From an optimization exercise on the open Yosys and OpenROAD flow, aimed at small area; shortcuts taken in it are not production practice.
The RTL was checked by simulation tests, not by an equivalence proof against the original design.
No driver is modelled on the clock port, so clock power and skew are understated where the tree is cut down; a real chip needs a root buffer or a tree.
Power figures rest on the tool's default switching activity, not on a simulated workload.

ember:
// TinyMIPS
module TinyMIPS(
    input wire clk,
    input wire rst,
    input wire [15:0] data_fromRAM,
    output wire wrEn,
    output wire [7:0] addr_toRAM,
    output wire [15:0] data_toRAM
);
For scale: about 390 cells after synthesis, ~170 flip-flops, roughly 5300 µm² of cells after synthesis.
Settings: LEC_CHECK=0, CAP_MARGIN=20, CORE_MARGIN=2, CORE_UTILIZATION=75, SLEW_MARGIN=20; clock period 10.0 ns.
standard.sh (not shown) runs the stock make flow with config.mk's settings and CLKGATE_MAP_FILE= SYNTH_SCRIPT=/design/flow/synth_recipe.tcl, a recipe that flattens the netlist after the stock synthesis.
==> flow/flow/run.sh <==
#!/bin/bash
# The standard ORFS layout (standard.sh) with three changes:
#  - synthesis maps logic with an area-oriented ABC script (flow/synth_area.tcl,
#    flow/area.abc); registers are mapped before ABC, exactly as in the
#    standard synthesis;
#  - ports are buffered with the smallest buffer (buf_1);
#  - the clock tree is a small two-level inverter tree built by
#    flow/cts_manual.tcl in place of TritonCTS (sourced through PRE_CTS_TCL,
#    so the rest of ORFS's CTS step - legalisation, timing repair - still runs).
# Each make step's full output is in orfs/logs; make's own output is in
# standard_sh.log.
set -euo pipefail
here=$(pwd)
export FLOW_SYNTH_TCL="$here/synth_recipe.tcl"
export AREA_ABC_SCRIPT="$here/flow/area.abc"
export BUFFER_PORTS_ARGS="-buffer_cell sky130_fd_sc_hd__buf_1"
export PRE_CTS_TCL="$here/flow/cts_manual.tcl"
sed "s#SYNTH_SCRIPT=[^ ]*#SYNTH_SCRIPT=$here/flow/synth_area.tcl#" standard.sh > standard_area.sh
grep -q "SYNTH_SCRIPT=$here/flow/synth_area.tcl" standard_area.sh
bash standard_area.sh > standard_sh.log 2>&1
Other scripts of this flow, unchanged in this note and not shown: flow/flow/area.abc, flow/flow/cts_manual.tcl, flow/flow/synth_area.tcl
ember did not stop at any stage, and its layout met the timing, DRC and antenna checks.
The inputs of garnet differ from those of ember as listed below.
Settings: changing CORE_UTILIZATION from 75 to 60.
==> comparison <==
The internal power contribution was comparable across ember and garnet.
Multi-input combinational cell area came out exactly the same in ember and garnet.
ember ended up with fewer cell instances than garnet did.
Relative to ember, post-route clock period utilization decreased by 5.7 points in garnet.
Delta (garnet minus ember): number of global-route vias before repair now smaller; amount of wire on met2 after detailed routing now smaller; peak ir drop on the vdd network now smaller; total met3 wirelength after detailed routing now smaller; post-route worst hold slack now smaller.
Required time of the critical path (garnet over ember): decrease, 0.05 ns
What sierra does differently from garnet at the input level:
Settings: changing CORE_UTILIZATION from 60 to 40.
Findings:
- When the final numbers for garnet and sierra were put side by side, the switching fraction of total power turned out to be greater in sierra.
- sierra vs. garnet: worst-margin pin slew went down by 0.048 ns, share of cell area taken by multi-input logic gates went down by 0.40 points, power density over the cells went down by 0.69%, highest achievable clock rate went up by 1.5 MHz.
- | global-route usage | higher: garnet |
- ~same logic gate share of total power in garnet and sierra
- Taking garnet as 1.0, sierra lands at 1.2 on die span in x.
- sierra reached the end of the flow, and the finished layout is clean on the timing, DRC and antenna checks.
- Changes observed in sierra relative to garnet: die area rose by about 50%; area added between synthesis and finish picked up an extra 1.6 points; combinational power has decreased.
In every run of this note, the design's own scripts or RTL, not TritonCTS, make the clock network.

---

TinyMIPS, a different RTL version from the one above (not shown whole).
For scale: ~390 cells after synthesis, about 170 flip-flops, about 43 I/O pins, roughly 5200 um2 of cells after synthesis.
Design TinyMIPS, start of the top module:
module TinyMIPS(
    input wire clk,
    input wire rst,
    input wire [15:0] data_fromRAM,
    output wire wrEn,
    output wire [7:0] addr_toRAM,
    output wire [15:0] data_toRAM
);
export LEC_CHECK = 0
export CAP_MARGIN = 20
export CORE_MARGIN = 2
export CORE_UTILIZATION = 40
export SLEW_MARGIN = 20
create_clock -name core_clock -period 10.0 [get_ports {clk}]
==> flow/flow/cts_manual.tcl <==
# Sourced by ORFS's cts.tcl before CTS (PRE_CTS_TCL).  Replaces TritonCTS with a
# small two-level inverter tree: the clock port drives NROOT root inverters, each
# root drives NLEAF/NROOT leaf inverters, and each leaf drives one compact group
# of flip-flops.  Two inversions keep the clock polarity.
rename clock_tree_synthesis tritoncts_unused
proc bisect {pts parts} {
  if {$parts <= 1} { return [list $pts] }
  set xs {}; set ys {}
  foreach p $pts { lappend xs [lindex $p 0]; lappend ys [lindex $p 1] }
  set xs [lsort -integer $xs]; set ys [lsort -integer $ys]
  set w [expr {[lindex $xs end] - [lindex $xs 0]}]
  set h [expr {[lindex $ys end] - [lindex $ys 0]}]
  set idx [expr {$w >= $h ? 0 : 1}]
  set pts [lsort -integer -index $idx $pts]
  set a [expr {$parts / 2}]
  set cut [expr {([llength $pts] * $a) / $parts}]
  return [concat [bisect [lrange $pts 0 [expr {$cut - 1}]] $a] \
                 [bisect [lrange $pts $cut end] [expr {$parts - $a}]]]
}
proc clock_tree_synthesis {args} {
  set nroot 2
  set nleaf 6
  set root_cell sky130_fd_sc_hd__inv_8
  set leaf_cell sky130_fd_sc_hd__inv_12
  set big_leaf_cell sky130_fd_sc_hd__inv_16
  set slew_limit 0.100
  set db [ord::get_db]
  set block [ord::get_db_block]
  set clk_port_net [$block findNet clk]
  set sinks {}
  foreach it [$clk_port_net getITerms] {
    set inst [$it getInst]
    set xy [$inst getLocation]
    lappend sinks [list [lindex $xy 0] [lindex $xy 1] $it]
  }
  set n [llength $sinks]
  puts "manual CTS: $n sinks, $nroot roots, $nleaf leaves"
  # recursive bisection by count, always across the longer side of the
  # group's bounding box, so that the groups come out compact
  set per_root [expr {$nleaf / $nroot}]
  set groups {}
  foreach half [bisect $sinks $nroot] {
    lappend groups [bisect $half $per_root]
  }
  set rm [$db findMaster $root_cell]
  set lm [$db findMaster $leaf_cell]
  for {set r 0} {$r < $nroot} {incr r} {
    set rnet [odb::dbNet_create $block "clknet_root_$r"]
    $rnet setSigType CLOCK
    set rinst [odb::dbInst_create $block $rm "clkinv_root_$r"]
    [$rinst findITerm A] connect $clk_port_net
    [$rinst findITerm Y] connect $rnet
    set rx 0; set ry 0; set rc 0
    set l 0
    foreach grp [lindex $groups $r] {
      set lnet [odb::dbNet_create $block "clknet_leaf_${r}_$l"]
      $lnet setSigType CLOCK
      set linst [odb::dbInst_create $block $lm "clkinv_leaf_${r}_$l"]
      [$linst findITerm A] connect $rnet
      [$linst findITerm Y] connect $lnet
      set sx 0; set sy 0
      set x0 1e9; set y0 1e9; set x1 -1e9; set y1 -1e9
      foreach s $grp {
        set it [lindex $s 2]
        $it disconnect
        $it connect $lnet
        set px [lindex $s 0]; set py [lindex $s 1]
        incr sx $px; incr sy $py
        set x0 [expr {min($x0, $px)}]; set x1 [expr {max($x1, $px)}]
        set y0 [expr {min($y0, $py)}]; set y1 [expr {max($y1, $py)}]
      }
      set k [llength $grp]
      set cx [expr {$sx / $k}]; set cy [expr {$sy / $k}]
      $linst setLocation $cx $cy
      $linst setPlacementStatus PLACED
      incr rx $cx; incr ry $cy; incr rc
      puts "  leaf ${r}_$l: $k sinks at $cx $cy, box [expr {($x1 - $x0) / 1000.0}] x [expr {($y1 - $y0) / 1000.0}] um"
      incr l
    }
    $rinst setLocation [expr {$rx / $rc}] [expr {$ry / $rc}]
    $rinst setPlacementStatus PLACED
  }
  set_propagated_clock [all_clocks]
  # a leaf whose flip-flop clock pins see a slow edge (estimated from the
  # placement) gets the stronger inverter
  estimate_parasitics -placement
  foreach net [get_nets clknet_leaf_*] {
    set worst 0
    foreach pin [get_pins -of_objects $net -filter "direction==input"] {
      set sl [get_property $pin slew_max]
      if {$sl > $worst} { set worst $sl }
    }
    set name [get_full_name $net]
    set inst [$block findInst [string map {clknet_leaf_ clkinv_leaf_} $name]]
    if {$worst > $slew_limit} {
      $inst swapMaster [$db findMaster $big_leaf_cell]
    }
    puts "  $name: estimated slew [format %.3f $worst] ns, [[$inst getMaster] getName]"
  }
}
Scripts as last shown in full above: flow/flow/run.sh
Other scripts of this flow, unchanged in this note and not shown: flow/flow/area.abc, flow/flow/synth_area.tcl
Change:
--- a/flow/flow/cts_manual.tcl
+++ b/flow/flow/cts_manual.tcl
@@ -20,9 +20,8 @@
 proc clock_tree_synthesis {args} {
   set nroot 2
-  set nleaf 6
-  set root_cell sky130_fd_sc_hd__inv_8
-  set leaf_cell sky130_fd_sc_hd__inv_12
-  set big_leaf_cell sky130_fd_sc_hd__inv_16
-  set slew_limit 0.100
+  set nleaf 8
+  set root_cell sky130_fd_sc_hd__inv_12
+  set leaf_cell sky130_fd_sc_hd__inv_8
+  set big_leaf_cell sky130_fd_sc_hd__inv_12
   set db [ord::get_db]
   set block [ord::get_db_block]
@@ -71,9 +70,13 @@
       }
       set k [llength $grp]
+      # a group spread over a large box has long wires: give it a stronger driver
+      if {($x1 - $x0) + ($y1 - $y0) > 60000} {
+        $linst swapMaster [$db findMaster $big_leaf_cell]
+      }
       set cx [expr {$sx / $k}]; set cy [expr {$sy / $k}]
       $linst setLocation $cx $cy
       $linst setPlacementStatus PLACED
       incr rx $cx; incr ry $cy; incr rc
-      puts "  leaf ${r}_$l: $k sinks at $cx $cy, box [expr {($x1 - $x0) / 1000.0}] x [expr {($y1 - $y0) / 1000.0}] um"
+      puts "  leaf ${r}_$l: $k sinks at $cx $cy, box [expr {($x1 - $x0) / 1000.0}] x [expr {($y1 - $y0) / 1000.0}] um, [[$linst getMaster] getName]"
       incr l
     }
@@ -82,19 +85,3 @@
   }
   set_propagated_clock [all_clocks]
-  # a leaf whose flip-flop clock pins see a slow edge (estimated from the
-  # placement) gets the stronger inverter
-  estimate_parasitics -placement
-  foreach net [get_nets clknet_leaf_*] {
-    set worst 0
-    foreach pin [get_pins -of_objects $net -filter "direction==input"] {
-      set sl [get_property $pin slew_max]
-      if {$sl > $worst} { set worst $sl }
-    }
-    set name [get_full_name $net]
-    set inst [$block findInst [string map {clknet_leaf_ clkinv_leaf_} $name]]
-    if {$worst > $slew_limit} {
-      $inst swapMaster [$db findMaster $big_leaf_cell]
-    }
-    puts "  $name: estimated slew [format %.3f $worst] ns, [[$inst getMaster] getName]"
-  }
 }
=> The new run finished with timing, DRC and antenna clean. Sequential share of layout area falls by 0.23 points. Power rises by 1.2%. First-iteration DRC count rises by 4.8%. Via count rises by about 0.7%. Utilization rises by 0.16 points. Cell area rises by about 0.35%. Worst hold slack loses 0.016 ns. Cell count rises by about 0.33%. Wire length barely changes.
In every run of this note, the design's own scripts or RTL, not TritonCTS, make the clock network.

-- separate check: timing with driven ports --
In the flow no input, the clock included, has a driving cell. The finished layouts below were timed again as built, in two steps.
Step 1, drivers: a clkbuf_16 drives clk and a buf_2 each remaining input, both assumed.
Step 2 moves the port delays by t, midway between the first and last clock arrival at a register: inputs arrive t later, outputs are due t later. That takes back most of the time a late clock gives input paths.
Three values: ideal ports, drivers, drivers and shift; two values: the first two.
run | shift t [ns] | slack for setup (ns) | worst hold slack (ns) | latest minus earliest clock arrival (ns)
ember | 0.229 | 2.289 / 2.354 / 2.124 | 0.321 / 0.321 / 0.321 | 0.017 / 0.017
garnet | 0.230 | 2.860 / 2.929 / 2.698 | 0.317 / 0.317 / 0.317 | 0.024 / 0.023
sierra | 0.233 | 2.935 / 3.001 / 2.768 | 0.328 / 0.328 / 0.328 | 0.023 / 0.024
the first run of note 2 | 0.228 | 2.971 / 3.020 / 2.793 | 0.325 / 0.325 / 0.325 | 0.012 / 0.011
the second run of note 2 | 0.225 | 2.993 / 3.053 / 2.828 | 0.309 / 0.309 / 0.309 | 0.021 / 0.021
After both steps setup and hold are still met in every run listed. For the first run of note 2, which loses most, drivers alone change the setup slack by +0.049 ns; drivers and shift together by -0.178 ns.
